This design comes from an exercise in tuning for small area and a short achievable clock period on the open sky130 flow, not from production work.
Function was checked by simulation only, so behaviour that the tests miss may differ from the original.
Power figures rest on the tool's default switching activity, not on a simulated workload.

==> flow/design.v <==
`timescale 1ns / 1ps
module mul_csa (
    input  [7:0] A,
    input  [9:1] A3,
    input  [7:0] B,
    output [15:0] s,
    output [14:0] t
);
    wire [9:0] a1 = {2'b0, A};
    wire [9:0] a2 = {1'b0, A, 1'b0};
    wire [9:0] p0, p1, p2, p3;
    wire [1:0] d0 = B[1:0];
    assign p0 = ({10{d0 == 2'd1}} & a1) | ({10{d0 == 2'd2}} & a2) |
                ({10{d0 == 2'd3}} & {A3, A[0]});
    wire [1:0] d1 = B[3:2];
    assign p1 = ({10{d1 == 2'd1}} & a1) | ({10{d1 == 2'd2}} & a2) |
                ({10{d1 == 2'd3}} & {A3, A[0]});
    wire [1:0] d2 = B[5:4];
    assign p2 = ({10{d2 == 2'd1}} & a1) | ({10{d2 == 2'd2}} & a2) |
                ({10{d2 == 2'd3}} & {A3, A[0]});
    wire [1:0] d3 = B[7:6];
    assign p3 = ({10{d3 == 2'd1}} & a1) | ({10{d3 == 2'd2}} & a2) |
                ({10{d3 == 2'd3}} & {A3, A[0]});
    wire hs0 = p0[6] ^ p1[4];
    wire hc0 = p0[6] & p1[4];
    wire fs0 = p0[7] ^ p1[5] ^ p2[3];
    wire fc0 = (p0[7] & p1[5]) | (p0[7] & p2[3]) | (p1[5] & p2[3]);
    wire fs1 = p0[8] ^ p1[6] ^ p2[4];
    wire fc1 = (p0[8] & p1[6]) | (p0[8] & p2[4]) | (p1[6] & p2[4]);
    wire fs2 = p0[9] ^ p1[7] ^ p2[5];
    wire fc2 = (p0[9] & p1[7]) | (p0[9] & p2[5]) | (p1[7] & p2[5]);
    wire hs1 = p1[8] ^ p2[6];
    wire hc1 = p1[8] & p2[6];
    wire hs2 = p1[9] ^ p2[7];
    wire hc2 = p1[9] & p2[7];
    wire hs3 = p0[4] ^ p1[2];
    wire hc3 = p0[4] & p1[2];
    wire fs3 = p0[5] ^ p1[3] ^ p2[1];
    wire fc3 = (p0[5] & p1[3]) | (p0[5] & p2[1]) | (p1[3] & p2[1]);
    wire fs4 = p2[2] ^ p3[0] ^ hs0;
    wire fc4 = (p2[2] & p3[0]) | (p2[2] & hs0) | (p3[0] & hs0);
    wire fs5 = p3[1] ^ hc0 ^ fs0;
    wire fc5 = (p3[1] & hc0) | (p3[1] & fs0) | (hc0 & fs0);
    wire fs6 = p3[2] ^ fc0 ^ fs1;
    wire fc6 = (p3[2] & fc0) | (p3[2] & fs1) | (fc0 & fs1);
    wire fs7 = p3[3] ^ fc1 ^ fs2;
    wire fc7 = (p3[3] & fc1) | (p3[3] & fs2) | (fc1 & fs2);
    wire fs8 = p3[4] ^ hs1 ^ fc2;
    wire fc8 = (p3[4] & hs1) | (p3[4] & fc2) | (hs1 & fc2);
    wire fs9 = p3[5] ^ hc1 ^ hs2;
    wire fc9 = (p3[5] & hc1) | (p3[5] & hs2) | (hc1 & hs2);
    wire fs10 = p2[8] ^ p3[6] ^ hc2;
    wire fc10 = (p2[8] & p3[6]) | (p2[8] & hc2) | (p3[6] & hc2);
    wire hs4 = p2[9] ^ p3[7];
    wire hc4 = p2[9] & p3[7];
    assign s[0] = p0[0];
    assign s[1] = p0[1];
    assign s[2] = p0[2];
    assign s[3] = p0[3];
    assign s[4] = p2[0];
    assign s[5] = hc3;
    assign s[6] = fc3;
    assign s[7] = fc4;
    assign s[8] = fc5;
    assign s[9] = fc6;
    assign s[10] = fc7;
    assign s[11] = fs9;
    assign s[12] = fs10;
    assign s[13] = hs4;
    assign s[14] = p3[8];
    assign s[15] = p3[9];
    assign t[0] = 1'b0;
    assign t[1] = 1'b0;
    assign t[2] = p1[0];
    assign t[3] = p1[1];
    assign t[4] = hs3;
    assign t[5] = fs3;
    assign t[6] = fs4;
    assign t[7] = fs5;
    assign t[8] = fs6;
    assign t[9] = fs7;
    assign t[10] = fs8;
    assign t[11] = fc8;
    assign t[12] = fc9;
    assign t[13] = fc10;
    assign t[14] = hc4;
endmodule
module pe (
    input clk,
    input [2:0] a,
    input [1:0] r,
    input [7:0] in1,
    input [7:0] filter,
    output reg [15:0] pe_out
);
    reg [7:0] A, B;
    reg [9:1] A3;      
    reg [15:0] cs;
    reg [14:4] ct;
    reg cc;
    wire [15:0] ms;
    wire [14:0] mt;
    mul_csa mul (.A(A), .A3(A3), .B(B), .s(ms), .t(mt));
    reg [15:0] xs;
    reg [14:0] xt;
    always @(*) begin
        case (a)
            3'b000: begin xs = {{(16-8){1'b0}}, A};  xt = {{(15-8){1'b0}}, B}; end
            3'b001: begin xs = ms;                     xt = mt; end
            3'b010: begin xs = {{(16-8){1'b0}}, A & B}; xt = 0; end
            3'b011: begin xs = {{(16-8){1'b0}}, A | B}; xt = 0; end
            3'b100: begin xs = {{(16-8){1'b0}}, ~A}; xt = 0; end
            default: begin xs = {{(16-8){1'b0}}, ~B}; xt = 0; end
        endcase
    end
    wire [4:0] lo_mul = ms[3:0] + mt[3:0];
    wire [4:0] lo_add = A[3:0] + B[3:0];
    wire [4:0] lo = (a == 3'b001) ? lo_mul : (a == 3'b000) ? lo_add : {1'b0, xs[3:0]};
    wire [15:4] hi = cs[15:4] + ct + cc;
    always @(posedge clk) begin
        if (r == 2'b00) begin
            A <= in1;
            A3 <= in1[7:1] + in1;
            B <= filter;
        end
        if (r == 2'b01)
            pe_out <= {hi, cs[3:0]};
        if (~(a[2] & a[1])) begin
            cs <= {xs[15:4], lo[3:0]};
            ct <= xt[14:4];
            cc <= lo[4];
        end
    end
endmodule
module TopModule (
    input clk,
    input [31:0] global_data,
    input [7:0] global_control,
    input [11:0] global_control2,
    input [31:0] global_filter,
    output [63:0] global_output
);
    genvar i;
    generate
        for (i = 0; i < 4; i = i + 1) begin : PE_INST
            pe pe_inst (
                .clk(clk),
                .a(global_control2[3*i +: 3]),
                .r(global_control[2*i +: 2]),
                .in1(global_data[8*i +: 8]),
                .filter(global_filter[8*i +: 8]),
                .pe_out(global_output[16*i +: 16])
            );
        end
    endgenerate
endmodule
clock: 7.0 ns
lec_check: 0
cap_margin: 20
core_margin: 2
core_utilization: 60
cts_cluster_diameter: 120
cts_cluster_size: 34
setup_slack_margin: 4.4
slew_margin: 20
standard.sh (not shown) runs the stock make flow with config.mk's settings and CLKGATE_MAP_FILE= SYNTH_SCRIPT=/design/flow/synth_recipe.tcl, a recipe that flattens the netlist after the stock synthesis.
==> flow/flow/run.sh <==
#!/bin/bash
# Standard synthesis, then the standard layout steps, with the port buffers
# started as sky130_fd_sc_hd__buf_1 (timing repair resizes them as needed).
set -euo pipefail
bash standard.sh synth > synth_make.log 2>&1
export BUFFER_PORTS_ARGS="-buffer_cell sky130_fd_sc_hd__buf_1"
bash standard.sh finish > finish_make.log 2>&1
Change:
--- a/flow/config.mk
+++ b/flow/config.mk
@@ -10,5 +10,5 @@
 export CORE_UTILIZATION = 60
-export CTS_CLUSTER_DIAMETER = 120
-export CTS_CLUSTER_SIZE = 34
-export SETUP_SLACK_MARGIN = 4.4
+export CTS_CLUSTER_DIAMETER = 150
+export CTS_CLUSTER_SIZE = 28
+export SETUP_SLACK_MARGIN = 4.5
 export SLEW_MARGIN = 20
Outcome: The changed run finished with timing, DRC and antenna clean. Routed wire length came out higher by 3.6%. Combinational power came out higher by about 5%. Utilization rises by 1.5 points. Synthesized cell count does not change. Hold slack is about the same.
Change:
==> flow/run.sh (new file) <==
#!/bin/bash
# synth_recipe.tcl (not shown) runs the flow's synth.tcl, then flattens the netlist and writes it again
# the make line also repeats each setting of config.mk as NAME=value (left out here)
make -C /OpenROAD-flow-scripts/flow DESIGN_CONFIG=/design/flow/config.mk WORK_HOME=/design/flow/orfs CLKGATE_MAP_FILE= SYNTH_SCRIPT=/design/flow/synth_recipe.tcl finish
removed: flow/flow/run.sh
removed: flow/standard.sh
Effect:
- count of clock-buffer cells in the layout is unchanged
- total power went up by 1.2%
- global-route usage went up by 0.67 points
- sequential power stays flat
- core utilization went up by 1.9 points
- final cell count barely changes
- worst hold slack is about the same
- cell area went up by 2.7%
Change:
==> flow/flow/run.sh (new file) <==
#!/bin/bash
# Standard synthesis, then the standard layout steps, with the port buffers
# started as sky130_fd_sc_hd__buf_1 (timing repair resizes them as needed).
set -euo pipefail
bash standard.sh synth > synth_make.log 2>&1
export BUFFER_PORTS_ARGS="-buffer_cell sky130_fd_sc_hd__buf_1"
bash standard.sh finish > finish_make.log 2>&1
==> flow/standard.sh (new file) <==
#!/bin/bash
# synth_recipe.tcl (not shown) runs the flow's synth.tcl, then flattens the netlist and writes it again
# the make line also repeats each setting of config.mk as NAME=value (left out here)
make -C /OpenROAD-flow-scripts/flow DESIGN_CONFIG=/design/flow/config.mk WORK_HOME=/design/flow/orfs CLKGATE_MAP_FILE= SYNTH_SCRIPT=/design/flow/synth_recipe.tcl "${@:-finish}"
--- a/flow/config.mk
+++ b/flow/config.mk
@@ -12,3 +12,3 @@
 export CTS_CLUSTER_SIZE = 28
-export SETUP_SLACK_MARGIN = 4.5
+export SETUP_SLACK_MARGIN = 4.4
 export SLEW_MARGIN = 20
removed: flow/run.sh
Result: First-iteration DRC count goes up by roughly a tenth; maximum frequency goes down slightly; total power goes down by a few percent; worst setup slack loses 0.030 ns; combinational power goes down by a little under a tenth; final area goes down by a few percent; area after synthesis is unchanged; final cell count goes down slightly; flip-flop and latch count is unchanged.

port drivers added, routing unchanged:
The flow's constraints put no driver on any port. The routed layouts listed below were extracted and timed again, unchanged, in two steps. Step 1 (the two cells are an assumption about what drives the block):
set clk [get_ports {clk}]
set_driving_cell -lib_cell sky130_fd_sc_hd__clkbuf_16 $clk
set_driving_cell -lib_cell sky130_fd_sc_hd__buf_2 [delete_from_list [all_inputs] $clk]
Step 2 moves the port delays by t, midway between the first and last clock arrival at a register: inputs arrive t later, outputs are due t later. That takes back most of the time a late clock gives input paths. Slacks: no drivers / after step 1 / after step 2; pairs: no drivers / after step 1.
run | t (ns) | slack for setup (ns) | worst register clock-pin slew, ns
the first run | 0.532 | 4.448 / 4.410 / 3.938 | 0.12 / 0.12
the second run | 0.542 | 4.466 / 4.420 / 3.915 | 0.11 / 0.11
the third run | 0.540 | 4.469 / 4.416 / 4.002 | 0.11 / 0.11
the fourth run | 0.540 | 4.439 / 4.434 / 3.944 | 0.10 / 0.10
After both steps every run listed still meets setup and hold. The setup slack of the second run, which loses most, moves by -0.046 ns with the drivers and by -0.551 ns with both steps.
